From an optimization exercise on the open Yosys and OpenROAD flow, aimed at small area and a short achievable clock period; shortcuts taken in it are not production practice. Where RTL was checked, it was by simulation tests only, not by an equivalence proof against the original. No functional check of the RTL was part of run 1. Power figures rest on the tool's default switching activity, not on a simulated workload.

**run.sh**
```bash
#!/bin/bash
# synth_recipe.tcl (not shown) runs the flow's synth.tcl, then flattens the netlist and writes it again
# the make line also repeats each setting of config.mk as NAME=value (left out here)
make -C /OpenROAD-flow-scripts/flow DESIGN_CONFIG=/design/flow/config.mk WORK_HOME=/design/flow/orfs CLKGATE_MAP_FILE= SYNTH_SCRIPT=/design/flow/synth_recipe.tcl finish
```
**config.mk**
```make
export PLATFORM = sky130hd
export DESIGN_NAME = CPU
export DESIGN_NICKNAME = CPU
export VERILOG_FILES = /design/flow/design.v
export SDC_FILE = /design/flow/constraint.sdc
export NUM_CORES = 4
export LEC_CHECK = 0
export CAP_MARGIN = 20
export CORE_MARGIN = 2
export CORE_UTILIZATION = 40
export PLACE_DENSITY = 0.6
export SLEW_MARGIN = 20
```
**constraint.sdc**
```tcl
create_clock -name core_clock -period 4.3 [get_ports {clk}]
set_input_delay 0.8600 -clock core_clock [delete_from_list [all_inputs] [get_ports {clk}]]
set_output_delay 0.8600 -clock core_clock [all_outputs]
set_load 0.01 [all_outputs]
```
**design.v**
```verilog
`timescale 1ns / 1ps
module CPU(clk, rst, pc, instr, wb_we, wb_rd, wb_data, st_we, st_addr, st_data);
    input clk;
    input rst;
    output [8:0] pc;           
    input [31:0] instr;        
    output wb_we;              
    output [4:0] wb_rd;
    output [31:0] wb_data;
    output st_we;              
    output [4:0] st_addr;
    output [31:0] st_data;
    integer k;
    reg [6:0] pc_q;            
    always @(posedge clk) begin
        if (rst) pc_q <= 7'd25;    
        else     pc_q <= pc_q + 7'd1;
    end
    assign pc = {pc_q, 2'b00};
    wire [5:0] f_op = instr[31:26];
    wire [5:0] f_fn = instr[5:0];
    wire f_r   = (f_op == 6'b000000);
    wire f_add = f_r & (f_fn == 6'b100000);
    wire f_sub = f_r & (f_fn == 6'b100010);
    wire f_or  = f_r & (f_fn == 6'b100101);
    wire f_xor = f_r & (f_fn == 6'b100110);
    wire f_and = f_r & (f_fn == 6'b100100);
    wire f_lw  = (f_op == 6'b100011);
    wire f_sw  = (f_op == 6'b101011);
    reg d_wreg, d_wmem;        
    reg d_lw, d_sub, d_or, d_xor, d_and;
    reg [4:0] d_rs, d_rt;
    reg [15:0] d_imm;
    always @(posedge clk) begin
        if (rst) begin
            d_wreg <= 1'b0;
            d_wmem <= 1'b0;
        end else begin
            d_wreg <= f_add | f_sub | f_or | f_xor | f_and | f_lw;
            d_wmem <= f_sw;
        end
        d_lw  <= f_lw;
        d_sub <= f_sub;
        d_or  <= f_or;
        d_xor <= f_xor;
        d_and <= f_and;
        d_rs  <= instr[25:21];
        d_rt  <= instr[20:16];
        d_imm <= instr[15:0];
    end
    function [31:0] rf_init(input integer i);
        case (i)
            1:  rf_init = 32'hA00000AA;
            2:  rf_init = 32'h10000011;
            3:  rf_init = 32'h20000022;
            4:  rf_init = 32'h30000033;
            5:  rf_init = 32'h40000044;
            6:  rf_init = 32'h50000055;
            7:  rf_init = 32'h60000066;
            8:  rf_init = 32'h70000077;
            9:  rf_init = 32'h80000088;
            10: rf_init = 32'h90000099;
            default: rf_init = 32'h00000000;
        endcase
    endfunction
    function [31:0] mem_init(input integer i);
        case (i)
            0:  mem_init = 32'hA00000AA;
            4:  mem_init = 32'h10000011;
            8:  mem_init = 32'h20000022;
            12: mem_init = 32'h30000033;
            16: mem_init = 32'h40000044;
            20: mem_init = 32'h50000055;
            24: mem_init = 32'h60000066;
            28: mem_init = 32'h70000077;
            default: mem_init = 32'h00000000;
        endcase
    endfunction
    reg [31:0] rf [0:31];      
    reg [31:0] rf_ok;          
    reg [31:0] mem [0:31];     
    reg [31:0] mem_ok;
    reg        e_wreg, e_wmem, e_lw, e_sub, e_or, e_xor, e_and;
    reg  [4:0] e_dest;
    reg        m_wreg, m_wmem, m_lw;
    reg  [4:0] m_dest;
    reg [31:0] m_alu, m_st;
    reg        w_we;
    reg  [4:0] w_rd;
    reg [31:0] w_res;
    wire [4:0] d_dest = d_lw ? d_rt : d_imm[15:11];
    wire d_aluimm = d_lw | d_wmem;
    wire [31:0] rs_dec = 32'd1 << d_rs;
    wire [31:0] rt_dec = 32'd1 << d_rt;
    reg [31:0] rs_rf, rt_rf;
    always @(*) begin
        rs_rf = 32'h00000000;
        rt_rf = 32'h00000000;
        for (k = 0; k < 32; k = k + 1) begin
            rs_rf = rs_rf | ({32{rs_dec[k] &  rf_ok[k]}} & rf[k])
                          | ({32{rs_dec[k] & ~rf_ok[k]}} & rf_init(k));
            rt_rf = rt_rf | ({32{rt_dec[k] &  rf_ok[k]}} & rf[k])
                          | ({32{rt_dec[k] & ~rf_ok[k]}} & rf_init(k));
        end
    end
    wire [31:0] rs_val = (w_we && w_rd == d_rs) ? w_res : rs_rf;
    wire [31:0] rt_val = (w_we && w_rd == d_rt) ? w_res : rt_rf;
    wire a1 = e_wreg && e_dest == d_rs;
    wire a2 = !a1 && m_wreg && m_dest == d_rs;
    wire b1 = e_wreg && e_dest == d_rt;
    wire b2 = !b1 && m_wreg && m_dest == d_rt;
    reg [31:0] e_a, e_b;
    reg [15:0] e_imm;
    reg e_a1, e_a2, e_a0;      
    reg e_b1, e_b2, e_b0, e_bi;  
    reg e_s1, e_s2, e_s0;      
    always @(posedge clk) begin
        if (rst) begin
            e_wreg <= 1'b0;
            e_wmem <= 1'b0;
        end else begin
            e_wreg <= d_wreg;
            e_wmem <= d_wmem;
        end
        e_lw   <= d_lw;
        e_sub  <= d_sub;
        e_or   <= d_or;
        e_xor  <= d_xor;
        e_and  <= d_and;
        e_dest <= d_dest;
        e_a    <= rs_val;
        e_b    <= rt_val;
        e_imm  <= d_imm;
        e_a1   <= a1;
        e_a2   <= a2;
        e_a0   <= !a1 && !a2;
        e_b1   <= b1 && !d_aluimm;
        e_b2   <= b2 && !d_aluimm;
        e_b0   <= !b1 && !b2 && !d_aluimm;
        e_bi   <= d_aluimm;
        e_s1   <= b1;
        e_s2   <= b2;
        e_s0   <= !b1 && !b2;
    end
    wire [31:0] opa = ({32{e_a1}} & m_alu) | ({32{e_a2}} & w_res) | ({32{e_a0}} & e_a);
    wire [31:0] opb = ({32{e_b1}} & m_alu) | ({32{e_b2}} & w_res) | ({32{e_b0}} & e_b)
                    | ({32{e_bi}} & {16'h0000, e_imm});
    wire [31:0] sdat = ({32{e_s1}} & m_alu) | ({32{e_s2}} & w_res) | ({32{e_s0}} & e_b);
    wire [31:0] sum = opa + (opb ^ {32{e_sub}}) + {31'd0, e_sub};
    wire e_sum = !(e_or | e_xor | e_and);
    wire [31:0] res = ({32{e_sum}} & sum) | ({32{e_or}} & (opa | opb))
                    | ({32{e_xor}} & (opa ^ opb)) | ({32{e_and}} & (opa & opb));
    always @(posedge clk) begin
        if (rst) begin
            m_wreg <= 1'b0;
            m_wmem <= 1'b0;
        end else begin
            m_wreg <= e_wreg;
            m_wmem <= e_wmem;
        end
        m_lw   <= e_lw;
        m_dest <= e_dest;
        m_alu  <= res;
        m_st   <= sdat;
    end
    wire [4:0] m_addr = m_alu[4:0];
    wire [31:0] m_dec = 32'd1 << m_addr;
    reg [31:0] mem_rd;
    always @(*) begin
        mem_rd = 32'h00000000;
        for (k = 0; k < 32; k = k + 1)
            mem_rd = mem_rd | ({32{m_dec[k] &  mem_ok[k]}} & mem[k])
                            | ({32{m_dec[k] & ~mem_ok[k]}} & mem_init(k));
    end
    always @(posedge clk) begin
        for (k = 0; k < 32; k = k + 1)
            if (m_wmem && m_dec[k]) mem[k] <= m_st;
        if (rst)         mem_ok <= 32'h00000000;
        else if (m_wmem) mem_ok <= mem_ok | m_dec;
    end
    always @(posedge clk) begin
        if (rst) w_we <= 1'b0;
        else     w_we <= m_wreg;
        w_rd  <= m_dest;
        w_res <= m_lw ? mem_rd : m_alu;
    end
    wire [31:0] w_dec = 32'd1 << w_rd;
    always @(posedge clk) begin
        for (k = 0; k < 32; k = k + 1)
            if (w_we && w_dec[k]) rf[k] <= w_res;
        if (rst)       rf_ok <= 32'h00000000;
        else if (w_we) rf_ok <= rf_ok | w_dec;
    end
    assign wb_we   = w_we;
    assign wb_rd   = w_rd;
    assign wb_data = w_res;
    assign st_we   = m_wmem;
    assign st_addr = m_addr;
    assign st_data = m_st;
endmodule
```
==> results of run 1 <==
## through the flow
stage | TNS (ns) | area [um^2] | setup slack, ns | total power [W]
after floorplan | 0 | 92800 | 0.588 | 0.0260
after global placement | 0 | 101000 | 0.170 | 0.0265
after detailed placement | 0 | 101000 | 0.284 | 0.0265
after CTS | 0 | 108000 | 0.239 | 0.0466
after global routing | 0 | 108000 | 0.0751 | 0.0476
final | -0.136 | 108000 | -0.136 | 0.0466
## registers in the layout (all words and copies together), names as in the netlist, 5 cells and up
name,cells
mem,1024
rf,1024
e_a,32
e_b,32
m_alu,32
m_st,32
mem_ok,32
rf_ok,32
w_res,32
d_imm,16
e_imm,16
pc_q,7
d_rs,5
d_rt,5
e_dest,5
m_dest,5
w_rd,5
## metal layers
metal / global-route usage / share of wire
met5: 0.00306 / 0.00037
met4: 0.189 / 0.072
met3: 0.121 / 0.15
met2: 0.511 / 0.43
met1: 0.422 / 0.34
## cells in the mapped netlist (all sizes together), types with 3 or more instances
cell and n:
edfxtp 2048, a22oi 889, clkbuf 422, nor2 333, dfxtp 316, a221oi 279
a22o 272, nand4 224, a222oi 176, inv 140, a21oi 128, nand3 122
and3 117, nand2 100, ha 95, buf 74, xor2 56, nor3 55
o21ai 49, nor4 41, xnor2 40, nor2b 28, a21o 17, a31oi 15
a2111oi 13, and2 11, nand2b 11, o32a 8, a211oi 6, mux2 6
nor3b 6, o21bai 6, o22ai 6, mux2i 5, o21a 5, or2 5
a221o 4, or3 4, and3b 3, nor4b 3, o211ai 3
## cells by family after synthesis
family / Yosys count / synth area share
xor+xnor: 96 / 0.00906
mux: 11 / 0.00127
fa+ha+maj: 96 / 0.0130
compound gates: 1890 / 0.161
simple gates: 1071 / 0.0585
other cells: 1 / 0.0000404
flops: 2364 / 0.731
buf+inv: 636 / 0.0264
## area by class of cell
class | count | area [um^2]
Fill cell | 19600 | 122000
Antenna cell | 16 | 40.0
Tap cell | 3026 | 3790
Clock inverter | 138 | 1470
Multi-Input combinational cell | 3166 | 23200
Timing Repair Buffer | 547 | 5240
Clock buffer | 279 | 6030
Sequential cell | 2364 | 67800
Inverter | 140 | 526
## repair_timing
item                                   4_1_cts  5_1_grt
setup endpoints to repair                    0        1
hold buffers                                 0        0
endpoints found under the hold margin        0        0
gates resized for setup                      0        1
## power by group through the flow
stage	clock [W]	combinational [W]	sequential (W)
after global placement	0	0.000963	0.0255
after global routing	0.0214	0.00106	0.0250
after detailed placement	0	0.000974	0.0255
final	0.0206	0.00102	0.0251
after CTS	0.0205	0.000977	0.0250
after floorplan	0	0.000334	0.0256
## worst max-delay path: stages (launching register included)
cell and delay [ns]:
dfxtp_1 0.47, nor2b_1 0.58, nor2b_1 0.33, and3_2 0.98, buf_4 0.47, a22oi_1 0.15, nand4_1 0.12, a2111oi_0 0.11
a31oi_1 0.96
## worst max-delay path by stage
stage / cells past startpoint / startpoint / slack, ns / end
after floorplan: 14 / w_res[0]$_DFF_P_ / 0.59 / m_alu[30]$_DFF_P_
after global placement: 14 / e_a2$_DFF_P_ / 0.17 / m_alu[30]$_DFF_P_
after detailed placement: 14 / e_a2$_DFF_P_ / 0.28 / m_alu[30]$_DFF_P_
after CTS: 14 / e_a2$_DFF_P_ / 0.24 / m_alu[30]$_DFF_P_
after global routing: 8 / d_rt[3]$_DFF_P_ / 0.08 / e_b[16]$_DFF_P_
final: 8 / d_rt[3]$_DFF_P_ / -0.14 / e_b[16]$_DFF_P_
==> summary.md, run 1 <==
| Metric | Value |
|---|---|
| Clock Latency Late Sink | `0.90 ns` |
| Vias in the first global route | `64900` |
| Synth Cell Area | `92800 um^2` |
| Psw | `0.00982 W` |
| Vert. Die Dim | `486 um` |
| RR Endpoint | `e_b[16]$_DFF_P_` |
| Clk slew on worst S/H paths | `0.07 ns` |
| Final Slew Violations | `0` |
| Worst hold slack | `0.327 ns` |
| Final Setup Violations | `1` |
| Critical Path RT | `4.97 ns` |
| Cells on Worst Hold Path | `0` |
| Sequential element share of the synthesized area | `0.731` |
| CTS H-Tree Depth | `4` |
| Endpoint, Worst Hold | `e_xor$_DFF_P_` |
| Placer Congestion | `0.975` |
| I/O pin count | `119` |
| Non-Filler Instances | `9676` |
| Final hold vios | `0` |
| Clk sinks | `2364` |
| Area leader, netlist | `edfxtp_1` |
| Layout cells sized above 1 | `0.144` |
| Global-route wire length before repair | `551000 um` |
| Static Leak | `37.2 nW` |
| Setup Skew | `0.0689 ns` |
| Critical Path End Type | `flop` |
| Antenna violations before repair | `23` |
| Rel. slew slack | `0.0949` |
| Switching Share | `0.211` |
| Total CTS buffers | `225` |
| Fmax | `0.225 GHz` |
| Top_reg_cell synth | `edfxtp_1` |
| Worst Setup Start Kind | `flop` |
| Commonest cells after routing, fill and taps aside | `edfxtp_1 (2048), a22oi_1 (889), buf_4 (362), dfxtp_1 (314), a221oi_1 (279)` |
| Port bufs | `116` |
| RSZ-0062 raised after global routing | `false` |
| Critical R2R Launch | `d_rt[3]$_DFF_P_` |
| Starting density of the core | `0.403` |
| Tightest Pin Transition | `1.36 ns` |
| CTS tree | `done` |
| Synth cell types | `70` |
| #FFs+latches synth | `2364` |
| Final worst slack | `-0.136 ns` |
| Crit Path Category | `reg2reg` |
| DP HPWL | `240000 um` |
| Tmin final | `4.44 ns` |
| Clock network power share | `0.441` |
| Commonest non-fill, non-tap cell in the layout | `edfxtp_1` |
| Core Box Area | `230000 um^2` |
| Die area | `236000 um^2` |
| Gr usage total | `0.338` |
| Data arrival, critical path | `5.10 ns` |
| Max Root-Sink Buffers | `3` |
| Yosys warns | `3` |
| Total grt overflow | `0` |
| Period utilization | `1.03` |
| Post-synth ARST share | `0` |
| Final antenna-violating net count | `0` |
| Status | `complete, but fails checks` |
| Syn avg cell area | `15.1 um^2` |
| R2R Setup Slk | `-0.14 ns` |
| Die W | `486 um` |
| Power Density | `431 nW/um^2` |
| Seq pwr share | `0.537` |
| Site Rows | `176` |
| DRT Wirelength | `411000 um` |
| Area growth from synthesis to layout | `16.5%` |
| TritonRoute pass-1 iters | `14` |
| Synth top area share | `0.663` |
| SO Faults | `negative setup slack` |
| Hold path startpoint | `d_xor$_DFF_P_` |
| DR vias | `69800` |
| Crit path max fanout | `20` |
| Hold WC Path Type | `reg2reg` |
| Post-Place Cells | `9241` |
| Avg WL per Cell | `42.5 um` |
| Final Util | `0.469` |
| Reg2Reg Depth | `8` |
| Int Power | `0.0368 W` |
| Post-Synthesis Cells | `6165` |
| Largest net degree at the start of global routing | `54` |
| Max IR drop VDD | `0.343 mV` |
| Residual DRC | `0` |
| Root buffer cell | `clkbuf_16` |
| Max_cap viols | `0` |
| Post-synth EDFFs | `2048` |
| Final nets | `6574` |
| Via/cell ratio | `7.21` |
| Ranking of synthesized cells by area | `edfxtp_1 (66%), a22oi_1 (7.2%), dfxtp_1 (6.8%)` |
| DRT iter0 DRCs | `15600` |
| Comb pwr share | `0.022` |
| Post-CTS Setup Repair Bufs | `0` |
==> inputs of run 2 (changes only) <==
--- a/design.v
+++ b/design.v
@@ -113,5 +113,5 @@
     reg [15:0] e_imm;
     reg e_a1, e_a2, e_a0;      
-    reg e_b1, e_b2, e_b0, e_bi;  
+    reg e_b1, e_b2, e_b0, e_bi, e_b1n, e_b2n;  
     reg e_s1, e_s2, e_s0;      
     always @(posedge clk) begin
@@ -130,11 +130,13 @@
         e_dest <= d_dest;
         e_a    <= rs_val;
-        e_b    <= rt_val;
+        e_b    <= rt_val ^ {32{d_sub}};    
         e_imm  <= d_imm;
         e_a1   <= a1;
         e_a2   <= a2;
         e_a0   <= !a1 && !a2;
-        e_b1   <= b1 && !d_aluimm;
-        e_b2   <= b2 && !d_aluimm;
+        e_b1   <= b1 && !d_aluimm && !d_sub;
+        e_b2   <= b2 && !d_aluimm && !d_sub;
+        e_b1n  <= b1 && d_sub;
+        e_b2n  <= b2 && d_sub;
         e_b0   <= !b1 && !b2 && !d_aluimm;
         e_bi   <= d_aluimm;
@@ -145,10 +147,33 @@
     wire [31:0] opa = ({32{e_a1}} & m_alu) | ({32{e_a2}} & w_res) | ({32{e_a0}} & e_a);
     wire [31:0] opb = ({32{e_b1}} & m_alu) | ({32{e_b2}} & w_res) | ({32{e_b0}} & e_b)
+                    | ({32{e_b1n}} & ~m_alu) | ({32{e_b2n}} & ~w_res)
                     | ({32{e_bi}} & {16'h0000, e_imm});
     wire [31:0] sdat = ({32{e_s1}} & m_alu) | ({32{e_s2}} & w_res) | ({32{e_s0}} & e_b);
-    wire [31:0] sum = opa + (opb ^ {32{e_sub}}) + {31'd0, e_sub};
+    wire [31:0] pp = opa ^ opb;
+    wire [31:0] gg = opa & opb;
+    wire [31:0] pl [0:5];
+    wire [31:0] gl [0:5];
+    assign pl[0] = pp;
+    assign gl[0] = {gg[31:1], gg[0] | (pp[0] & e_sub)};
+    genvar s, j;
+    generate
+        for (s = 0; s < 5; s = s + 1) begin : ks
+            for (j = 0; j < 32; j = j + 1) begin : kb
+                if (j >= (1 << s)) begin : op
+                    assign gl[s+1][j] = gl[s][j] | (pl[s][j] & gl[s][j - (1 << s)]);
+                    assign pl[s+1][j] = pl[s][j] & pl[s][j - (1 << s)];
+                end else begin : pass
+                    assign gl[s+1][j] = gl[s][j];
+                    assign pl[s+1][j] = pl[s][j];
+                end
+            end
+        end
+    endgenerate
+    wire [31:0] cin = {gl[5][30:0], e_sub};    
+    wire [31:0] lres = ({32{e_xor}} & pp) | ({32{e_and}} & gg) | ({32{e_or}} & (pp | gg));
     wire e_sum = !(e_or | e_xor | e_and);
-    wire [31:0] res = ({32{e_sum}} & sum) | ({32{e_or}} & (opa | opb))
-                    | ({32{e_xor}} & (opa ^ opb)) | ({32{e_and}} & (opa & opb));
+    wire [31:0] res0 = e_sum ? pp : lres;      
+    wire [31:0] res1 = e_sum ? ~pp : lres;     
+    wire [31:0] res = (cin & res1) | (~cin & res0);
     always @(posedge clk) begin
         if (rst) begin
--- a/config.mk
+++ b/config.mk
@@ -10,3 +10,4 @@
 export CORE_UTILIZATION = 40
 export PLACE_DENSITY = 0.6
+export SETUP_SLACK_MARGIN = 1.0
 export SLEW_MARGIN = 20
==> run 2 against run 1 <==
Now clean on timing, DRC and antenna. Cell area up 0.79%. Global-route usage up 0.57 points. Via count up 1.4%. Count of clock-buffer cells in the layout up 17. Non-clock buffer count up 27. Sequential cell count up 2. First-iteration DRC count up 7.7%. Clock power about the same. Critical endpoint is now e_b[7]$_DFF_P_. Largest power group unchanged.
==> summary.md, run 2 <==
| Metric | Value |
|---|---|
| Status | `finished clean` |
| Commonest cells after routing, fill and taps aside | `edfxtp_1 (2048), a22oi_1 (610), a22o_1 (385), a221oi_1 (380), buf_4 (372)` |
| Clk slew on worst S/H paths | `0.06 ns` |
| Clock network power share | `0.442` |
| Count leader, synth | `edfxtp_1` |
| TritonRoute pass-1 iters | `14` |
| Crit Path Category | `reg2reg` |
| Max_cap viols | `0` |
| Area share of fa/ha/maj cells after synthesis | `0.00873` |
| Post-Synthesis Cells | `6109` |
| Gr usage total | `0.344` |
| DP HPWL | `245000 um` |
| Clock Latency Late Sink | `0.93 ns` |
| Site Rows | `177` |
| CTS H-Tree Depth | `4` |
| Post-synth EDFFs | `2048` |
| Final nets | `6509` |
| Post-synth ARST share | `0` |
| Switching Share | `0.215` |
| I/O pin count | `119` |
| Data arrival, critical path | `4.26 ns` |
| DRT iter0 DRCs | `16800` |
| Biggest regs | `mem x1024, rf x1024` |
| Tightest Pin Transition | `1.29 ns` |
| Post-Layout Inst Area | `109000 um^2` |
| Comb pwr share | `0.021` |
| CTS tree | `done` |
| Residual DRC | `0` |
| Multi-input logic area | `23600 um^2` |
| Synth cell types | `70` |
| Combinational family with the most area after synthesis | `compound AO/OA/AOI/OAI gates` |
| Compound-Gate Fraction of Synth Area | `0.158` |
| Seq pwr share | `0.537` |
| Period utilization | `0.817` |
| Global-route wire length before repair | `559000 um` |
| Slowest CP cell | `and3_2` |
| Antenna violations before repair | `25` |
| Tmin final | `3.51 ns` |
| Starting density of the core | `0.401` |
| Clk sinks | `2366` |
| Root buffer cell | `clkbuf_16` |
| List of most frequent post-synthesis cells | `edfxtp_1 (2048), a22oi_1 (610), a22o_1 (385)` |
| Rel. slew slack | `0.139` |
| Avg WL per Cell | `43.5 um` |
| Via/cell ratio | `7.32` |
| Fmax | `0.285 GHz` |
| Core Box Area | `232000 um^2` |
| Final antenna-violating net count | `0` |
| Yosys warns | `3` |
| Total CTS buffers | `227` |
| Final Slew Violations | `0` |
| CP Cell Sequence | `and3b_1 > and3_2 > buf_4 > a22oi_1 > nand4_1 > o22ai_1 > xnor2_2` |
| DRT Wirelength | `421000 um` |
| Worst Setup Start Kind | `flop` |
| Commonest non-fill, non-tap cell in the layout | `edfxtp_1` |
| Synth top area share | `0.660` |
| Max IR drop VDD | `0.394 mV` |
| Final Setup Violations | `0` |
| RSZ-0062 raised after global routing | `true` |
| Vert. Die Dim | `487 um` |
| Area leader, netlist | `edfxtp_1` |
| Psw | `0.0101 W` |
| Worst path depth | `7` |
| Sequential element share of the synthesized area | `0.728` |
| Top_reg_cell synth | `edfxtp_1` |
| Port bufs | `116` |
| CP max stage delay | `0.85 ns` |
| Max Root-Sink Buffers | `3` |
| Setup Skew | `0.0654 ns` |
| Reg2Reg Depth | `7` |
| Static Leak | `36.0 nW` |
| Power Density | `429 nW/um^2` |
| Critical Path End Type | `flop` |
| Placer Congestion | `0.997` |
| Sum Neg Setup Slack | `0 ns` |
| #FFs+latches synth | `2366` |
| Area share of xor/xnor cells in the synthesized design | `0.00808` |
| Multiplexer share of the synthesized area | `0.00662` |
| Crit path max fanout | `16` |
| Cells on Worst Hold Path | `0` |
| Worst path bufs/invs | `1` |
| Crit-path leading delay family | `simple AND/OR/NAND/NOR gates` |
| Placed standard-cell area | `100000 um^2` |
| # fillers | `19700` |
| Total grt overflow | `0` |
| Register Area | `67900 um^2` |
| Int Power | `0.0367 W` |
| Area growth from synthesis to layout | `17.0%` |
| Critical Path RT | `5.04 ns` |
| Layout cells sized above 1 | `0.163` |
| Die W | `487 um` |
| Final hold vios | `0` |
| Synth Cell Area | `93200 um^2` |
| Syn avg cell area | `15.3 um^2` |
| Hold WC Path Type | `reg2reg` |
| Ranking of synthesized cells by area | `edfxtp_1 (66%), dfxtp_1 (6.8%), a22oi_1 (4.9%)` |
| Vias in the first global route | `65400` |
| Die area | `237000 um^2` |
| Largest net degree at the start of global routing | `54` |
| DR vias | `70800` |
| Synth Area in Simple Gates | `0.0598` |
==> run 2: changes by cell type in the layout (fill, tap and decap cells not counted), sizes merged, moves of 30 or more <==
cell	delta
nand4	+54
a21oi	-78
mux2i	+51
nand2	+66
a22oi	-279
ha	-30
a221oi	+109
a22o	+113
nor2	-52
==> run 2: power groups by stage <==
stage	Clock [W]	Combinational (W)	Sequential, W
floorplan	0	0.000316	0.0256
CTS	0.0206	0.000898	0.0251
finish	0.0207	0.000959	0.0251
global route	0.0215	0.00100	0.0251
detailed placement	0	0.000881	0.0256
global placement	0	0.000869	0.0256
==> run 2: logic make-up (layout without fill, tap and decap cells) <==
logic type	after synthesis	count (layout)
flops	2366	2366
compound gates	1791	1791
fa+ha+maj	65	65
mux	61	61
simple gates	1092	1092
xor+xnor	86	86
other cells	1	21
buf+inv	647	1147
==> run 2: final cells by class <==
cell class	instances	share of cell area
Antenna cell	19	0.000436
Clock buffer	296	0.0571
Clock inverter	133	0.0131
Inverter	144	0.00496
Multi-Input combinational cell	3097	0.216
Sequential cell	2366	0.623
Tap cell	3043	0.0349
Timing Repair Buffer	574	0.0500
==> run 2: repair_timing <==
action | in CTS | in global routing
endpoints found under the setup margin | 76 | 69
hold buffers | 0 | 0
cloned | 0 | 1
pin swaps | 7 | 37
endpoints found under the hold margin | 0 | 0
buffers inserted | 34 | 22
resized for setup | 73 | 74
==> run 2: worst register-to-register path: stages, from the launching register on <==
cell and delay, ns:
dfxtp_2 0.65, and3b_1 0.33, and3_2 0.85, buf_4 0.44
a22oi_1 0.20, nand4_1 0.14, o22ai_1 0.16, xnor2_2 0.58
==> run 2: path summary, 6_finish.rpt <==
kind,startpoint,to,slack (ns)
setup reg to reg,d_rt[4]$_DFF_P_,e_b[7]$_DFF_P_,0.79
hold / removal,d_imm[2]$_DFF_P_,e_imm[2]$_DFF_P_,0.33
hold reg to reg,d_imm[2]$_DFF_P_,e_imm[2]$_DFF_P_,0.33
setup / recovery,d_rt[4]$_DFF_P_,e_b[7]$_DFF_P_,0.79
==> run 2: routing by layer <==
layer  up-vias  GRT usage  share of wire
met5         -   0.000612        0.00046
met4        24      0.200          0.074
met3      1901      0.130           0.16
met2      7458      0.479           0.40
met1     35400      0.456           0.36
li1      26000          -              -
==> run 2: per-stage QoR <==
stage          hold WS [ns]  total power (W)  setup slack (ns)   util  std cells
2_1_floorplan         0.310           0.0259              1.04      -       6110
3_3_place_gp          0.316           0.0265             0.468  0.432       9165
3_5_place_dp          0.316           0.0265             0.468  0.432       9166
4_1_cts               0.331           0.0466             0.967  0.467       9629
5_1_grt               0.333           0.0476             0.816  0.469       9655
6_report              0.329           0.0468             0.785  0.470       9672
==> inputs of run 3 (changes only) <==
--- a/design.v
+++ b/design.v
@@ -31,4 +31,5 @@
     reg d_lw, d_sub, d_or, d_xor, d_and;
     reg [4:0] d_rs, d_rt;
+    reg [31:0] d_rsd, d_rtd;   
     reg [15:0] d_imm;
     always @(posedge clk) begin
@@ -47,4 +48,6 @@
         d_rs  <= instr[25:21];
         d_rt  <= instr[20:16];
+        d_rsd <= 32'd1 << instr[25:21];
+        d_rtd <= 32'd1 << instr[20:16];
         d_imm <= instr[15:0];
     end
@@ -86,11 +89,14 @@
     reg  [4:0] m_dest;
     reg [31:0] m_alu, m_st;
+    reg [31:0] m_dec;          
     reg        w_we;
     reg  [4:0] w_rd;
     reg [31:0] w_res;
+    reg [31:0] m_fwn, w_fwn;
+    reg [31:0] m_stn;          
     wire [4:0] d_dest = d_lw ? d_rt : d_imm[15:11];
     wire d_aluimm = d_lw | d_wmem;
-    wire [31:0] rs_dec = 32'd1 << d_rs;
-    wire [31:0] rt_dec = 32'd1 << d_rt;
+    wire [31:0] rs_dec = d_rsd;
+    wire [31:0] rt_dec = d_rtd;
     reg [31:0] rs_rf, rt_rf;
     always @(*) begin
@@ -145,7 +151,7 @@
         e_s0   <= !b1 && !b2;
     end
-    wire [31:0] opa = ({32{e_a1}} & m_alu) | ({32{e_a2}} & w_res) | ({32{e_a0}} & e_a);
-    wire [31:0] opb = ({32{e_b1}} & m_alu) | ({32{e_b2}} & w_res) | ({32{e_b0}} & e_b)
-                    | ({32{e_b1n}} & ~m_alu) | ({32{e_b2n}} & ~w_res)
+    wire [31:0] opa = ({32{e_a1}} & ~m_fwn) | ({32{e_a2}} & ~w_fwn) | ({32{e_a0}} & e_a);
+    wire [31:0] opb = ({32{e_b1}} & ~m_fwn) | ({32{e_b2}} & ~w_fwn) | ({32{e_b0}} & e_b)
+                    | ({32{e_b1n}} & m_fwn) | ({32{e_b2n}} & w_fwn)
                     | ({32{e_bi}} & {16'h0000, e_imm});
     wire [31:0] sdat = ({32{e_s1}} & m_alu) | ({32{e_s2}} & w_res) | ({32{e_s0}} & e_b);
@@ -187,8 +193,10 @@
         m_dest <= e_dest;
         m_alu  <= res;
+        m_fwn  <= ~res;
+        m_dec  <= 32'd1 << res[4:0];
         m_st   <= sdat;
+        m_stn  <= ~sdat;
     end
     wire [4:0] m_addr = m_alu[4:0];
-    wire [31:0] m_dec = 32'd1 << m_addr;
     reg [31:0] mem_rd;
     always @(*) begin
@@ -200,5 +208,5 @@
     always @(posedge clk) begin
         for (k = 0; k < 32; k = k + 1)
-            if (m_wmem && m_dec[k]) mem[k] <= m_st;
+            if (m_wmem && m_dec[k]) mem[k] <= ~m_stn;
         if (rst)         mem_ok <= 32'h00000000;
         else if (m_wmem) mem_ok <= mem_ok | m_dec;
@@ -209,4 +217,5 @@
         w_rd  <= m_dest;
         w_res <= m_lw ? mem_rd : m_alu;
+        w_fwn <= ~(m_lw ? mem_rd : m_alu);
     end
     wire [31:0] w_dec = 32'd1 << w_rd;
@@ -219,5 +228,5 @@
     assign wb_we   = w_we;
     assign wb_rd   = w_rd;
-    assign wb_data = w_res;
+    assign wb_data = ~w_fwn;
     assign st_we   = m_wmem;
     assign st_addr = m_addr;
==> flow/run.sh (new file) <==
#!/bin/bash
# Own flow: the standard layout, with the synthesis step run through
# flow/my_synth.tcl (the standard synthesis script with a two-part ABC
# mapping, see there). Each step's output goes to a log file here.
set -euo pipefail
W=$(pwd)
export MY_WORK_DIR=$W
export MY_FLOW_DIR=$W/flow
bash standard.sh SYNTH_SCRIPT=$W/flow/my_synth.tcl synth > $W/synth.log 2>&1
bash standard.sh finish > $W/layout.log 2>&1
ls -la $W/out/final.def
==> flow/alu_abc.script (new file) <==
strash
dch
map -B 0.9
topo
stime -c
buffer -c
upsize -c
dnsize -c
==> flow/my_synth.tcl (new file) <==
# The standard synthesis (synth_recipe.tcl), except that the technology
# mapping of the execute stage's logic (the cone feeding the m_alu
# registers, stopped at registers) is done first with ABC's delay-oriented
# classic mapper; the rest is then mapped with ORFS's usual ABC script.
# Registers are untouched: they are mapped before ABC runs.
proc abc {args} {
  set i [lsearch $args -script]
  set alu_args $args
  lset alu_args [expr {$i + 1}] $::env(MY_FLOW_DIR)/alu_abc.script
  yosys select -set my_dw {c:m_alu*} {c:m_fwn*} {%ci1:+sky130_fd_sc_hd__dfxtp_1[D]} {c:m_alu*} {c:m_fwn*} {%d}
  yosys select -set my_alu {@my_dw} {%ci*:-sky130_fd_sc_hd__dfxtp_1,sky130_fd_sc_hd__edfxtp_1} {t:$_*} {%i}
  yosys select -count {@my_alu}
  yosys abc {*}$alu_args {@my_alu}
  yosys select -clear
  yosys abc {*}$args
}
source $::env(MY_WORK_DIR)/synth_recipe.tcl
==> standard.sh (new file) <==
#!/bin/bash
# synth_recipe.tcl (not shown) runs the flow's synth.tcl, then flattens the netlist and writes it again
# the make line also repeats each setting of config.mk as NAME=value (left out here)
make -C /OpenROAD-flow-scripts/flow DESIGN_CONFIG=/design/flow/config.mk WORK_HOME=/design/flow/orfs CLKGATE_MAP_FILE= SYNTH_SCRIPT=/design/flow/synth_recipe.tcl "${@:-finish}"
--- a/config.mk
+++ b/config.mk
@@ -10,4 +10,4 @@
 export CORE_UTILIZATION = 40
 export PLACE_DENSITY = 0.6
-export SETUP_SLACK_MARGIN = 1.0
+export SETUP_SLACK_MARGIN = 1.6
 export SLEW_MARGIN = 20
removed: run.sh
==> run 3 against run 2 <==
Still clean on timing, DRC and antenna. Clock skew grew 0.018 ns. Sequential cell count grew 192. Wire length is 4.3% higher. First-iteration DRC count shrank 7.4%.
==> summary.md, run 3 <==
| Metric | Value |
|---|---|
| Commonest cells after routing, fill and taps aside | `edfxtp_1 (2048), a22oi_1 (932), nand2_1 (466), dfxtp_1 (451), inv_1 (357)` |
| Total CTS buffers | `241` |
| Data arrival, critical path | `3.70 ns` |
| Placer Congestion | `0.960` |
| Gr usage total | `0.335` |
| CTS tree | `done` |
| Tightest Pin Transition | `1.27 ns` |
| Starting density of the core | `0.403` |
| Post-Synthesis Cells | `7117` |
| Layout cells sized above 1 | `0.164` |
| CTS H-Tree Depth | `4` |
| Yosys warns | `3` |
| Hold WC Path Type | `reg2reg` |
| Synth cell types | `70` |
| Rel. slew slack | `0.152` |
| Top_reg_cell synth | `edfxtp_1` |
| Ranking of synthesized cells by area | `edfxtp_1 (62%), dfxtp_1 (10%), a22oi_1 (7.0%)` |
| CP Cell Sequence | `and2_2 > a22o_1 > a221oi_1 > nand4_1 > o311a_1 > nor3_2` |
| Most used routing layer | `met2` |
| Clk sinks | `2558` |
| Max_cap viols | `0` |
| Sequential element share of the synthesized area | `0.722` |
| Critical Path RT | `5.11 ns` |
| Site Rows | `182` |
| RSZ-0062 raised after global routing | `true` |
| Port bufs | `116` |
| Slowest CP cell | `and2_2` |
| Syn avg cell area | `14.0 um^2` |
| Hold buffer count at cts | `0` |
| DP HPWL | `246000 um` |
| Vert. Die Dim | `502 um` |
| Post-synth ARST share | `0` |
| Period utilization | `0.671` |
| Root buffer cell | `clkbuf_16` |
| Final hold vios | `0` |
| Die W | `502 um` |
| Static Leak | `40.5 nW` |
| Final Slew Violations | `0` |
| Die area | `252000 um^2` |
| M2 GR Usage | `0.513` |
| Register Area | `71900 um^2` |
| Crit Path Category | `reg2reg` |
| CP max stage delay | `0.68 ns` |
| I/O pin count | `119` |
| DRT Wirelength | `439000 um` |
| Crit-path leading delay family | `simple AND/OR/NAND/NOR gates` |
| Final nets | `7473` |
| Antenna violations before repair | `28` |
| Largest net degree at the start of global routing | `85` |
| Max Root-Sink Buffers | `3` |
| Tot Pwr | `0.0497 W` |
| Final antenna-violating net count | `0` |
| Synth top area share | `0.619` |
| Avg WL per Cell | `40.2 um` |
| TritonRoute pass-1 iters | `19` |
| Area growth from synthesis to layout | `16.9%` |
| Power Density | `428 nW/um^2` |
| Non-Filler Instances | `10900` |
| Synth Cell Area | `99400 um^2` |
| Multi-input logic area | `26300 um^2` |
| Crit path max fanout | `16` |
| Met1 Usage GRT | `0.405` |
| Worst path bufs/invs | `0` |
| GR Util met3 | `0.121` |
| Count leader, synth | `edfxtp_1` |
| DR vias | `74900` |
| Status | `finished clean` |
| Setup Skew | `0.0831 ns` |
| Commonest non-fill, non-tap cell in the layout | `edfxtp_1` |
| List of most frequent post-synthesis cells | `edfxtp_1 (2048), a22oi_1 (932), nand2_1 (539)` |
| Global-route wire length before repair | `582000 um` |
| Max IR drop VDD | `0.427 mV` |
| Total grt overflow | `0` |
| Fmax | `0.347 GHz` |
| Final Setup Violations | `0` |
| Vias in the first global route | `69900` |
| Post-synth EDFFs | `2048` |
| Area leader, netlist | `edfxtp_1` |
| Via/cell ratio | `6.86` |
| Critical Path End Type | `flop` |
| Worst Setup Start Kind | `flop` |
| Clk slew on worst S/H paths | `0.07 ns` |
| Biggest regs | `mem x1024, rf x1024` |
| Final Util | `0.472` |
| Post-Place Cells | `10300` |
| #FFs+latches synth | `2558` |
| # fillers | `21500` |
| Clock Latency Late Sink | `0.95 ns` |
| Tmin final | `2.88 ns` |
| DRT iter0 DRCs | `15600` |
| Sum Neg Setup Slack | `0 ns` |
| Core Box Area | `246000 um^2` |
| Residual DRC | `0` |
[run 3: changes by cell type after synthesis, moves of 109 or more]
cell / before / now
a22oi_1: 610 / 932
a222oi_1: 173 / 40
nor2_1: 281 / 390
dfxtp_1: 318 / 510
inv_1: 142 / 372
a221oi_1: 380 / 270
nand2_1: 165 / 539
[run 3: power breakdown]
group	switching, W	internal [W]	total (W)
sequential	0.000260	0.0268	0.0271
clock	0.00976	0.0119	0.0216
combinational	0.000702	0.000330	0.00103
total	0.0107	0.0390	0.0497
[run 3: per-layer routing]
layer / vias up / wire (um) / part of all wire
met1: 36900 / 145000 / 0.33
met5: - / 283 / 0.00064
met2: 7397 / 192000 / 0.44
li1: 28500 / - / -
met3: 2116 / 65700 / 0.15
met4: 20 / 35900 / 0.082
[run 3: layout make-up]
type,instances,share of cell area
repair buffers,464,0.0387
clock buffers,329,0.0572
flip-flops and latches,2558,0.618
inverters,378,0.0125
repair inverters,1,0.0000646
well taps,3312,0.0357
clock inverters,127,0.0107
multi-input cells,3730,0.226
diodes,22,0.000474
[run 3: logic make-up after synthesis]
group,after synthesis,share of synthesized area
AO/OA/AOI/OAI,1861,0.146
buffers and inverters,833,0.0337
XOR/XNOR,65,0.00573
flip-flops,2558,0.722
adder cells (fa/ha/maj),65,0.00818
AND/OR/NAND/NOR,1729,0.0839
multiplexers,5,0.000567
other,1,0.0000377
[run 3: stage by stage]
stage | area [um^2] | setup slack, ns | hold WS, ns
6_report | 116000 | 1.42 | 0.326
5_1_grt | 116000 | 1.50 | 0.330
4_1_cts | 114000 | 1.49 | 0.327
3_5_place_dp | 106000 | 0.871 | 0.312
3_3_place_gp | 106000 | 0.841 | 0.312
2_1_floorplan | 99400 | 1.60 | 0.310
[run 3: path summary, 6_finish.rpt]
path | startpoint | end | slack (ns) | cells past startpoint
worst max-delay path | rf_ok[6]$_SDFFE_PP0P_ | e_b[7]$_DFF_P_ | 1.42 | 6
worst min-delay path | d_and$_DFF_P_ | e_and$_DFF_P_ | 0.33 | 0
worst max register to register | rf_ok[6]$_SDFFE_PP0P_ | e_b[7]$_DFF_P_ | 1.42 | 6
worst min register to register | d_and$_DFF_P_ | e_and$_DFF_P_ | 0.33 | 0
[run 3: what timing repair did]
| item | 4_1_cts | 5_1_grt |
|---|---|---|
| pin swaps | 17 | 61 |
| endpoints found under the setup margin | 336 | 229 |
| hold endpoints to repair | 0 | 0 |
| cloned | 3 | 7 |
| buffers inserted | 25 | 60 |
| resized for setup | 269 | 274 |
==> inputs of run 4 (changes only) <==
==> flow/run.sh (replaced) <==
#!/bin/bash
# Own flow: the standard layout (standard.sh) with these changes:
#  - synthesis runs flow/my_synth.tcl: the standard synthesis script with a
#    two-part ABC mapping (see there); registers are the standard ones;
#  - port buffers are buf_2 cells, and repairs may resize a cell to any
#    footprint (MATCH_CELL_FOOTPRINT=0);
#  - clock tree: sinks clustered 24 at most, 80 um across, no dummy loads.
# Each step's output goes to a log file in this folder.
set -euo pipefail
W=$(pwd)
export MY_WORK_DIR=$W
export MY_FLOW_DIR=$W/flow
bash standard.sh SYNTH_SCRIPT=$W/flow/my_synth.tcl synth > $W/synth.log 2>&1
bash standard.sh MATCH_CELL_FOOTPRINT=0 \
  "BUFFER_PORTS_ARGS=-buffer_cell sky130_fd_sc_hd__buf_2" \
  "CTS_ARGS=-sink_clustering_enable -repair_clock_nets -sink_clustering_size 24 -sink_clustering_max_diameter 80 -dont_use_dummy_load" \
  finish > $W/layout.log 2>&1
ls -la $W/out/final.def
--- a/config.mk
+++ b/config.mk
@@ -10,4 +10,4 @@
 export CORE_UTILIZATION = 40
 export PLACE_DENSITY = 0.6
-export SETUP_SLACK_MARGIN = 1.6
+export SETUP_SLACK_MARGIN = 1.7
 export SLEW_MARGIN = 20
==> run 4 against run 3 <==
Still clean on timing, DRC and antenna. Die area did not move. Sequential power about the same. Via count fell by 0.94%. Critical path depth increased by 1. Clock power down 38%. Hold slack lost 0.23 ns. Wire length up 1.1%.
==> summary.md, run 4 <==
| Metric | Value |
|---|---|
| Tot Pwr | `0.0414 W` |
| List of most frequent post-synthesis cells | `edfxtp_1 (2048), a22oi_1 (932), nand2_1 (539)` |
| Starting density of the core | `0.403` |
| Die W | `502 um` |
| Layout cells sized above 1 | `0.171` |
| Final antenna-violating net count | `0` |
| Top_reg_cell synth | `edfxtp_1` |
| Tightest Pin Transition | `1.25 ns` |
| Synth top area share | `0.619` |
| Largest net degree at the start of global routing | `50` |
| Fmax | `0.363 GHz` |
| Ranking of synthesized cells by area | `edfxtp_1 (62%), dfxtp_1 (10%), a22oi_1 (7.0%)` |
| Placed standard-cell area | `105000 um^2` |
| Power Density | `369 nW/um^2` |
| Antenna violations before repair | `24` |
| Int Power | `0.0326 W` |
| Final nets | `7431` |
| Commonest cells after routing, fill and taps aside | `edfxtp_1 (2048), a22oi_1 (932), dfxtp_1 (474), nand2_1 (436), inv_1 (345)` |
| Rel. slew slack | `0.167` |
| Placer Congestion | `0.960` |
| Max Root-Sink Buffers | `3` |
| Data arrival, critical path | `3.43 ns` |
| Clk sinks | `2558` |
| Gr usage total | `0.336` |
| Total grt overflow | `0` |
| DP HPWL | `247000 um` |
| Area leader, netlist | `edfxtp_1` |
| Comb pwr share | `0.024` |
| Count leader, synth | `edfxtp_1` |
| DRT Wirelength | `444000 um` |
| Via/cell ratio | `6.96` |
| Crit path max fanout | `16` |
| Worst Setup Start Kind | `flop` |
| Switching Share | `0.212` |
| DR vias | `74200` |
| Max_cap viols | `0` |
| Critical Path End Type | `flop` |
| Post-synth EDFFs | `2048` |
| Avg WL per Cell | `41.7 um` |
| I/O pin count | `119` |
| #FFs+latches synth | `2558` |
| Total CTS buffers | `133` |
| Vert. Die Dim | `502 um` |
| Global-route wire length before repair | `581000 um` |
| Syn avg cell area | `14.0 um^2` |
| Seq pwr share | `0.654` |
| Yosys warns | `3` |
| CTS tree | `done` |
| Period utilization | `0.641` |
| Psw | `0.00876 W` |
| Residual DRC | `0` |
| Synth Cell Area | `99400 um^2` |
| Status | `finished clean` |
| Site Rows | `182` |
| Commonest non-fill, non-tap cell in the layout | `edfxtp_1` |
| Final hold vios | `0` |
| Post-Layout Inst Area | `112000 um^2` |
| Clock network power share | `0.322` |
| Post-Synthesis Cells | `7117` |
| Area growth from synthesis to layout | `13.0%` |
| Clk slew on worst S/H paths | `0.09 ns` |
| Port bufs | `116` |
| Final Setup Violations | `0` |
| Root buffer cell | `clkbuf_16` |
| Sequential element share of the synthesized area | `0.722` |
| Sum Neg Setup Slack | `0 ns` |
| Setup Skew | `0.0997 ns` |
| Max IR drop VDD | `0.411 mV` |
| Core Box Area | `246000 um^2` |
| Hold WC Path Type | `in2reg` |
| TritonRoute pass-1 iters | `10` |
| Tmin final | `2.75 ns` |
| Die area | `252000 um^2` |
| Critical Path RT | `4.98 ns` |
| Vias in the first global route | `68400` |
| Static Leak | `38.8 nW` |
| DRT iter0 DRCs | `15500` |
| Crit Path Category | `reg2reg` |
| Biggest regs | `mem x1024, rf x1024` |
| RSZ-0062 raised after global routing | `true` |
| Clock Latency Late Sink | `0.88 ns` |
| Synth cell types | `70` |
| CTS H-Tree Depth | `4` |
| Post-synth ARST share | `0` |
| Final Slew Violations | `0` |
-- run 4: cell counts after synthesis --
No cell type changed its count.
-- run 4: kinds of logic after synthesis --
group	count (synthesis)	synth area share
fa+ha+maj	65	0.00818
buf+inv	833	0.0337
flops	2558	0.722
compound gates	1861	0.146
other cells	1	0.0000377
mux	5	0.000567
xor+xnor	65	0.00573
simple gates	1729	0.0839
-- run 4: worst max-delay path, stage by stage (launching register included) --
cell and delay [ns]:
dfxtp_1 0.53, and2_4 0.60, buf_4 0.40, a22oi_1 0.15
nand4_1 0.16, nor2_1 0.06, a31oi_2 0.51, xor2_1 0.13
-- run 4: through the flow --
stage | worst slack (ns) | utilization | instances | hold slack, ns
after floorplan | 1.60 | - | 7118 | 0.310
after global placement | 1.05 | 0.425 | 10300 | 0.314
after detailed placement | 1.03 | 0.426 | 10300 | 0.312
after CTS | 1.61 | 0.446 | 10600 | 0.0643
after global routing | 1.48 | 0.456 | 10600 | 0.0768
final | 1.55 | 0.456 | 10700 | 0.0931
-- run 4: power by group through the flow --
| stage | combinational, W | sequential [W] | clock, W |
|---|---|---|---|
| 2_1_floorplan | 0.000357 | 0.0275 | 0 |
| 3_3_place_gp | 0.000760 | 0.0276 | 0 |
| 3_5_place_dp | 0.000776 | 0.0276 | 0 |
| 4_1_cts | 0.000865 | 0.0270 | 0.0132 |
| 5_1_grt | 0.00102 | 0.0271 | 0.0140 |
| 6_report | 0.000976 | 0.0271 | 0.0133 |
-- run 4: repair_timing --
action	CTS	global route
resized for setup	273	310
gates cloned	7	11
pin swaps	33	104
endpoints found under the hold margin	0	0
endpoints found under the setup margin	618	475
setup buffers	64	78
hold buffers	0	0
-- run 4: routing by layer --
layer	up-vias	wire (um)	global-route usage
li1	28100	-	-
met1	36800	146000	0.407
met2	7159	196000	0.520
met3	2060	64100	0.111
met4	18	38600	0.205
met5	-	163	0.00171
-- run 4: final timing paths --
kind | startpoint | end | slack, ns | depth (start not counted)
worst max-delay path | rf_ok[10]$_SDFFE_PP0P_ | e_b[9]$_DFF_P_ | 1.55 | 7
worst max register to register | rf_ok[10]$_SDFFE_PP0P_ | e_b[9]$_DFF_P_ | 1.55 | 7
worst min register to register | d_imm[7]$_DFF_P_ | e_imm[7]$_DFF_P_ | 0.33 | 0
worst min-delay path | instr[8] | d_imm[8]$_DFF_P_ | 0.09 | 1
-- run 4: layout make-up --
| cell class | instances | area (um^2) |
|---|---|---|
| Inverter | 378 | 1450 |
| Multi-Input combinational cell | 3734 | 26900 |
| Antenna cell | 18 | 45.0 |
| Fill cell | 21800 | 134000 |
| Clock buffer | 133 | 3330 |
| Timing Repair Buffer | 527 | 4650 |
| Tap cell | 3312 | 4140 |
| Sequential cell | 2558 | 71800 |
==> inputs of run 5 (changes only) <==
--- a/design.v
+++ b/design.v
@@ -194,5 +194,5 @@
         m_alu  <= res;
         m_fwn  <= ~res;
-        m_dec  <= 32'd1 << res[4:0];
+        m_dec  <= 32'd1 << (opa[4:0] + e_imm[4:0]);    
         m_st   <= sdat;
         m_stn  <= ~sdat;
==> run 5 against run 4 <==
Sequential power about the same. Maximum frequency is 7.4% lower. First-iteration DRC count increased by 0.40%. Final cell count rose by 0.26%. Largest power group unchanged. Highest routed layer unchanged.
==> summary.md, run 5 <==
| Metric | Value |
|---|---|
| Status | `finished clean` |
| Clk slew on worst S/H paths | `0.10 ns` |
| Commonest non-fill, non-tap cell in the layout | `edfxtp_1` |
| Commonest cells after routing, fill and taps aside | `edfxtp_1 (2048), a22oi_1 (997), dfxtp_1 (478), nand2_1 (431), nor2_1 (356)` |
| Static Leak | `38.4 nW` |
| Port bufs | `116` |
| Rel. slew slack | `0.144` |
| Sum Neg Setup Slack | `0 ns` |
| Slowest CP cell | `a31oi_1` |
| Max IR drop VDD | `0.377 mV` |
| Post-synth EDFFs | `2048` |
| DRT Wirelength | `439000 um` |
| Core Box Area | `248000 um^2` |
| GR Util met3 | `0.104` |
| Setup Skew | `0.115 ns` |
| Root buffer cell | `clkbuf_16` |
| Critical Path RT | `4.97 ns` |
| Placer Congestion | `0.942` |
| Vias in the first global route | `69300` |
| Yosys warns | `3` |
| Data arrival, critical path | `3.65 ns` |
| Gr usage total | `0.333` |
| Starting density of the core | `0.402` |
| Via/cell ratio | `6.95` |
| Final nets | `7454` |
| Biggest regs | `mem x1024, rf x1024` |
| I/O pin count | `119` |
| Worst Setup Start Kind | `flop` |
| Layout cells sized above 1 | `0.164` |
| Fmax | `0.336 GHz` |
| List of most frequent post-synthesis cells | `edfxtp_1 (2048), a22oi_1 (997), nand2_1 (539)` |
| Top_reg_cell synth | `edfxtp_1` |
| Die area | `253000 um^2` |
| DP HPWL | `249000 um` |
| TritonRoute pass-1 iters | `10` |
| # fillers | `22100` |
| Crit path max fanout | `11` |
| Final Setup Violations | `0` |
| CP Cell Sequence | `and2_4 > buf_4 > a22oi_1 > nand4_1 > nor2_1 > a31oi_1 > xor2_1` |
| Site Rows | `183` |
| CTS H-Tree Depth | `4` |
| Power Density | `370 nW/um^2` |
| Max Root-Sink Buffers | `3` |
| Area leader, netlist | `edfxtp_1` |
| Tmin final | `2.98 ns` |
| Total CTS buffers | `135` |
| Final Slew Violations | `0` |
| Total grt overflow | `0` |
| Synth Cell Area | `99700 um^2` |
| Tightest Pin Transition | `1.28 ns` |
| CP max stage delay | `0.78 ns` |
| Antenna violations before repair | `21` |
| CTS tree | `done` |
| DR vias | `74300` |
| Synth cell types | `69` |
| Final hold vios | `0` |
| Die W | `503 um` |
| Max_cap viols | `0` |
| DRT iter0 DRCs | `15600` |
| Clock Latency Late Sink | `0.87 ns` |
| Critical Path End Type | `flop` |
| Post-Synthesis Cells | `7157` |
| Post-synth ARST share | `0` |
| Hold buffer count at cts | `0` |
| Final worst slack | `1.32 ns` |
| Crit Path Category | `reg2reg` |
| Sequential element share of the synthesized area | `0.719` |
| Global-route wire length before repair | `579000 um` |
| Vert. Die Dim | `503 um` |
| Syn avg cell area | `13.9 um^2` |
| Dpl ws | `0.912 ns` |
| RSZ-0062 raised after global routing | `true` |
| #FFs+latches synth | `2558` |
| Most used routing layer | `met2` |
| Count leader, synth | `edfxtp_1` |
| Area growth from synthesis to layout | `12.2%` |
| Avg WL per Cell | `41.1 um` |
| Residual DRC | `0` |
| M2 GR Usage | `0.514` |
| Final antenna-violating net count | `0` |
| Met1 Usage GRT | `0.410` |
| Synth top area share | `0.617` |
| Hold WC Path Type | `in2reg` |
| Ranking of synthesized cells by area | `edfxtp_1 (62%), dfxtp_1 (10%), a22oi_1 (7.5%)` |
| Period utilization | `0.692` |
| Clk sinks | `2558` |
| Largest net degree at the start of global routing | `86` |
## run 5: area by class of cell
class,instances,area [um^2],share of cell area
flip-flops and latches,2558,71800,0.641
multi-input cells,3763,26700,0.239
repair buffers,513,4410,0.0394
diodes,10,25.0,0.000224
inverters,379,1450,0.0129
clock buffers,135,3380,0.0302
well taps,3330,4170,0.0372
## run 5: worst max-delay path, delay by kind of cell (launching register included)
family / cells / cell delay (ns)
compound gates: 2 / 0.93
buf+inv: 1 / 0.41
simple gates: 3 / 0.71
xor+xnor: 1 / 0.15
flops: 1 / 0.56
## run 5: power breakdown
part,internal [W],leakage (nW),total (W),switching (W)
clock network,0.00561,1.66,0.0134,0.00777
logic,0.000270,14.3,0.000933,0.000663
registers,0.0268,22.5,0.0271,0.000283
total,0.0327,38.4,0.0414,0.00871
## run 5: final timing paths
| check | start | slack, ns | cells past startpoint | end |
|---|---|---|---|---|
| worst max-delay path | rf_ok[5]$_SDFFE_PP0P_ | 1.32 | 7 | e_b[14]$_DFF_P_ |
| worst max register to register | rf_ok[5]$_SDFFE_PP0P_ | 1.32 | 7 | e_b[14]$_DFF_P_ |
| worst min-delay path | instr[15] | 0.12 | 1 | d_imm[15]$_DFF_P_ |
| worst min register to register | d_imm[8]$_DFF_P_ | 0.32 | 0 | e_imm[8]$_DFF_P_ |
## run 5: kinds of logic after synthesis
family / Yosys count / share of synthesized area
compound gates: 1871 / 0.146
xor+xnor: 74 / 0.00650
fa+ha+maj: 70 / 0.00886
buf+inv: 845 / 0.0355
flops: 2558 / 0.719
mux: 5 / 0.000565
other cells: 1 / 0.0000376
simple gates: 1733 / 0.0831
## run 5: per-layer routing
metal,vias up,part of all wire
met5,-,0.00047
met4,28,0.081
met3,1922,0.15
met2,7171,0.44
met1,36900,0.33
li1,28200,-
## run 5: what timing repair did
item	CTS	global route
cloned	1	9
resized for setup	215	308
endpoints found under the setup margin	621	253
pin swaps	30	96
setup buffers	56	57
## run 5: metrics by stage
step	cells	total power, W	area, um^2	hold WS, ns	util
after floorplan	7158	0.0279	99700	0.310	-
after global placement	10400	0.0284	105000	0.317	0.424
after detailed placement	10400	0.0284	105000	0.312	0.424
after CTS	10600	0.0412	110000	0.0827	0.443
after global routing	10700	0.0422	112000	0.0867	0.451
final	10700	0.0414	112000	0.116	0.451
==> inputs of run 6 (changes only) <==
--- a/design.v
+++ b/design.v
@@ -31,5 +31,5 @@
     reg d_lw, d_sub, d_or, d_xor, d_and;
     reg [4:0] d_rs, d_rt;
-    reg [31:0] d_rsd, d_rtd;   
+    reg d_byps, d_bypt;        
     reg [15:0] d_imm;
     always @(posedge clk) begin
@@ -48,6 +48,6 @@
         d_rs  <= instr[25:21];
         d_rt  <= instr[20:16];
-        d_rsd <= 32'd1 << instr[25:21];
-        d_rtd <= 32'd1 << instr[20:16];
+        d_byps <= !rst && m_wreg && m_dest == instr[25:21];
+        d_bypt <= !rst && m_wreg && m_dest == instr[20:16];
         d_imm <= instr[15:0];
     end
@@ -97,6 +97,15 @@
     wire [4:0] d_dest = d_lw ? d_rt : d_imm[15:11];
     wire d_aluimm = d_lw | d_wmem;
-    wire [31:0] rs_dec = d_rsd;
-    wire [31:0] rt_dec = d_rtd;
+    wire [31:0] w_dec = 32'd1 << w_rd;
+    wire [31:0] rf_nx = rst ? 32'h00000000 : w_we ? (rf_ok | w_dec) : rf_ok;
+    wire [31:0] f_rsd = 32'd1 << instr[25:21];
+    wire [31:0] f_rtd = 32'd1 << instr[20:16];
+    reg [31:0] d_rsv, d_rtv, d_rsi, d_rti;
+    always @(posedge clk) begin
+        d_rsv <= f_rsd & rf_nx;
+        d_rtv <= f_rtd & rf_nx;
+        d_rsi <= f_rsd & ~rf_nx;
+        d_rti <= f_rtd & ~rf_nx;
+    end
     reg [31:0] rs_rf, rt_rf;
     always @(*) begin
@@ -104,12 +113,10 @@
         rt_rf = 32'h00000000;
         for (k = 0; k < 32; k = k + 1) begin
-            rs_rf = rs_rf | ({32{rs_dec[k] &  rf_ok[k]}} & rf[k])
-                          | ({32{rs_dec[k] & ~rf_ok[k]}} & rf_init(k));
-            rt_rf = rt_rf | ({32{rt_dec[k] &  rf_ok[k]}} & rf[k])
-                          | ({32{rt_dec[k] & ~rf_ok[k]}} & rf_init(k));
-        end
-    end
-    wire [31:0] rs_val = (w_we && w_rd == d_rs) ? w_res : rs_rf;
-    wire [31:0] rt_val = (w_we && w_rd == d_rt) ? w_res : rt_rf;
+            rs_rf = rs_rf | ({32{d_rsv[k]}} & rf[k]) | ({32{d_rsi[k]}} & rf_init(k));
+            rt_rf = rt_rf | ({32{d_rtv[k]}} & rf[k]) | ({32{d_rti[k]}} & rf_init(k));
+        end
+    end
+    wire [31:0] rs_val = d_byps ? w_res : rs_rf;
+    wire [31:0] rt_val = d_bypt ? w_res : rt_rf;
     wire a1 = e_wreg && e_dest == d_rs;
     wire a2 = !a1 && m_wreg && m_dest == d_rs;
@@ -219,5 +226,4 @@
         w_fwn <= ~(m_lw ? mem_rd : m_alu);
     end
-    wire [31:0] w_dec = 32'd1 << w_rd;
     always @(posedge clk) begin
         for (k = 0; k < 32; k = k + 1)
==> run 6 against run 5 <==
Utilization increased by 0.31 points. Wire length increased by 7.6%. Maximum frequency increased by 6.6%. Final cell count increased by 4.4%. Combinational power increased by 43%. Synthesized cell count increased by 4.9%. Global-route usage increased by 2.3 points. Critical path type unchanged. Largest power group unchanged.
==> summary.md, run 6 <==
| Metric | Value |
|---|---|
| Status | `finished clean` |
| Worst Setup Start Kind | `flop` |
| DP HPWL | `288000 um` |
| Final Setup Violations | `0` |
| Yosys warns | `3` |
| Count leader, synth | `edfxtp_1` |
| Largest net degree at the start of global routing | `64` |
| Avg WL per Cell | `42.3 um` |
| Port bufs | `116` |
| Crit Path Category | `reg2reg` |
| Root buffer cell | `clkbuf_16` |
| RR Endpoint | `e_a[7]$_DFF_P_` |
| Post-synth EDFFs | `2048` |
| TritonRoute pass-1 iters | `19` |
| Critical Path End Type | `flop` |
| Endpoint, Worst Hold | `d_imm[7]$_DFF_P_` |
| Max_cap viols | `0` |
| CTS H-Tree Depth | `4` |
| Clk slew on worst S/H paths | `0.10 ns` |
| Residual DRC | `0` |
| Commonest non-fill, non-tap cell in the layout | `edfxtp_1` |
| Final worst slack | `1.51 ns` |
| Max Used Layer | `met5` |
| Synth cell types | `65` |
| Psw | `0.00909 W` |
| I/O pin count | `119` |
| Comb pwr share | `0.032` |
| Max Root-Sink Buffers | `3` |
| Die W | `506 um` |
| Top_reg_cell synth | `edfxtp_1` |
| Antenna violations before repair | `35` |
| Commonest cells after routing, fill and taps aside | `edfxtp_1 (2048), a22oi_1 (715), nand3_1 (674), nand2_1 (482), dfxtp_1 (439)` |
| Area growth from synthesis to layout | `12.9%` |
| Power Density | `369 nW/um^2` |
| Post-Place Cells | `10900` |
| Met1 wire length | `158000 um` |
| Site Rows | `184` |
| Post-synth ARST share | `0` |
| Synth top area share | `0.610` |
| RSZ-0062 raised after global routing | `true` |
| Final nets | `7885` |
| Final antenna-violating net count | `0` |
| Met3 WL post-DR | `79400 um` |
| Non-Filler Instances | `11200` |
| R2R Setup Slk | `1.51 ns` |
| Syn avg cell area | `13.4 um^2` |
| Cells on Worst Hold Path | `1` |
| #FFs+latches synth | `2580` |
| Static Leak | `39.4 nW` |
| Synth Cell Area | `101000 um^2` |
| Biggest regs | `mem x1024, rf x1024` |
| Placed standard-cell area | `108000 um^2` |
| Die area | `256000 um^2` |
| Global-route wire length before repair | `627000 um` |
| Dpl ws | `1.09 ns` |
| Vert. Die Dim | `506 um` |
| Sequential element share of the synthesized area | `0.715` |
| DRT iter0 DRCs | `18100` |
| Layout cells sized above 1 | `0.159` |
| Vias in the first global route | `73700` |
| Ranking of synthesized cells by area | `edfxtp_1 (61%), dfxtp_1 (11%), a22oi_1 (5.3%)` |
| Register Area | `72400 um^2` |
| List of most frequent post-synthesis cells | `edfxtp_1 (2048), a22oi_1 (715), nand3_1 (687)` |
| Clock Latency Late Sink | `0.89 ns` |
| Tightest Pin Transition | `1.25 ns` |
| Data arrival, critical path | `3.45 ns` |
| Post-Synthesis Cells | `7509` |
| Tot Pwr | `0.0420 W` |
| Final hold vios | `0` |
| Critical Path RT | `4.96 ns` |
| Critical R2R Launch | `d_rsv[3]$_DFF_P_` |
| Clock network power share | `0.321` |
| Switching Share | `0.216` |
| Tmin final | `2.79 ns` |
| DR vias | `79700` |
| Setup Skew | `0.106 ns` |
| Reg2Reg Depth | `5` |
| Sum Neg Setup Slack | `0 ns` |
| Core Box Area | `251000 um^2` |
| Final Slew Violations | `0` |
| Routed wl met2 | `190000 um` |
| Clk sinks | `2580` |
| Total CTS buffers | `135` |
| Post-Layout Inst Area | `114000 um^2` |
| Total grt overflow | `0` |
| Hold path startpoint | `instr[7]` |
| DRT Wirelength | `472000 um` |
| Hold WC Path Type | `in2reg` |
| Gr usage total | `0.356` |
| Max IR drop VDD | `0.338 mV` |
| Fmax | `0.358 GHz` |
| Placer Congestion | `1.01` |
| Crit path max fanout | `17` |
| Period utilization | `0.649` |
| # fillers | `22300` |
| CTS tree | `done` |
| Multi-input logic area | `27200 um^2` |
| Crit path launch | `d_rsv[3]$_DFF_P_` |
| Starting density of the core | `0.402` |
| Rel. slew slack | `0.168` |
| Seq pwr share | `0.648` |
| Area leader, netlist | `edfxtp_1` |
| Via/cell ratio | `7.14` |
| Int Power | `0.0329 W` |
[run 6: timing repair]
action,CTS,global route
gates cloned,2,6
setup endpoints to repair,439,157
pin swaps,25,30
buffers inserted,48,33
hold buffers,0,0
gates resized for setup,224,203
[run 6: per-layer routing]
| metal | vias up | track usage |
|---|---|---|
| met2 | 8495 | 0.497 |
| met3 | 2299 | 0.153 |
| li1 | 29600 | - |
| met4 | 33 | 0.251 |
| met5 | - | 0.00370 |
| met1 | 39200 | 0.441 |
[run 6: power by group through the flow]
stage	registers, W	clock network, W	logic (W)
3_5_place_dp	0.0278	0	0.00114
3_3_place_gp	0.0278	0	0.00112
4_1_cts	0.0272	0.0134	0.00121
6_report	0.0272	0.0135	0.00133
2_1_floorplan	0.0277	0	0.000475
5_1_grt	0.0272	0.0142	0.00134
[run 6: final cells by class]
class | instances | share of cell area
repair inverters | 1 | 0.0000659
repair buffers | 616 | 0.0455
well taps | 3348 | 0.0368
inverters | 407 | 0.0136
diodes | 27 | 0.000593
flip-flops and latches | 2580 | 0.635
multi-input cells | 4040 | 0.239
clock buffers | 135 | 0.0297
[run 6: through the flow]
step | hold slack [ns] | util
detailed placement | 0.312 | 0.430
global route | 0.0925 | 0.454
floorplan | 0.310 | -
finish | 0.117 | 0.454
CTS | 0.0937 | 0.449
global placement | 0.315 | 0.430
[run 6: kinds of logic (layout without fill, tap and decap cells)]
| group | count (synthesis) | count (layout) | share of synthesized area |
|---|---|---|---|
| mux | 5 | 5 | 0.000558 |
| simple gates | 2317 | 2317 | 0.113 |
| xor+xnor | 78 | 78 | 0.00677 |
| flops | 2580 | 2580 | 0.715 |
| buf+inv | 890 | 1159 | 0.0342 |
| compound gates | 1568 | 1568 | 0.121 |
| other cells | 1 | 29 | 0.0000372 |
| fa+ha+maj | 70 | 70 | 0.00876 |
[run 6: how the worst max path moves through the flow]
stage	endpoint	cells past startpoint	slack, ns
after global routing	m_alu[31]$_DFF_P_	17	1.54
after global placement	m_alu[30]$_DFF_P_	16	0.98
after floorplan	d_rsi[10]$_DFF_P_	7	1.27
after CTS	wb_data[31]	2	1.58
final	e_a[7]$_DFF_P_	5	1.51
after detailed placement	m_alu[21]$_DFF_P_	15	1.09
[run 6: worst max-delay path: stages, from the launching register on]
cell and delay, ns:
dfxtp_2 1.06, buf_4 0.43, a221oi_1 0.14, nand4_1 0.20, nor3_1 0.09, a32oi_1 0.64

[what the ideal ports hide]
Ports are ideal in the flow. The routed layouts listed here were re-timed in OpenROAD.
Step 1, drivers: a clkbuf_16 drives clk and a buf_2 each remaining input, both assumed.
Step 2 times the ports against the registers' clock, not the clock port: input delays grow and output delays shrink by t, the midpoint of the rising clock arrivals with the driver on.
Slacks: no drivers / after step 1 / after step 2; pairs: no drivers / after step 1.
| run | shift t [ns] | slack for setup (ns) | worst setup path at the end |
|---|---|---|---|
| run 1 | 0.955 | -0.136 / -0.136 / -0.136 | register to register |
| run 2 | 0.988 | 0.785 / 0.785 / 0.785 | register to register |
| run 3 | 1.003 | 1.415 / 1.415 / 1.415 | register to register |
| run 4 | 0.914 | 1.546 / 1.546 / 1.546 | register to register |
| run 5 | 0.907 | 1.325 / 1.325 / 1.325 | register to register |
| run 6 | 0.930 | 1.510 / 1.510 / 1.510 | register to register |
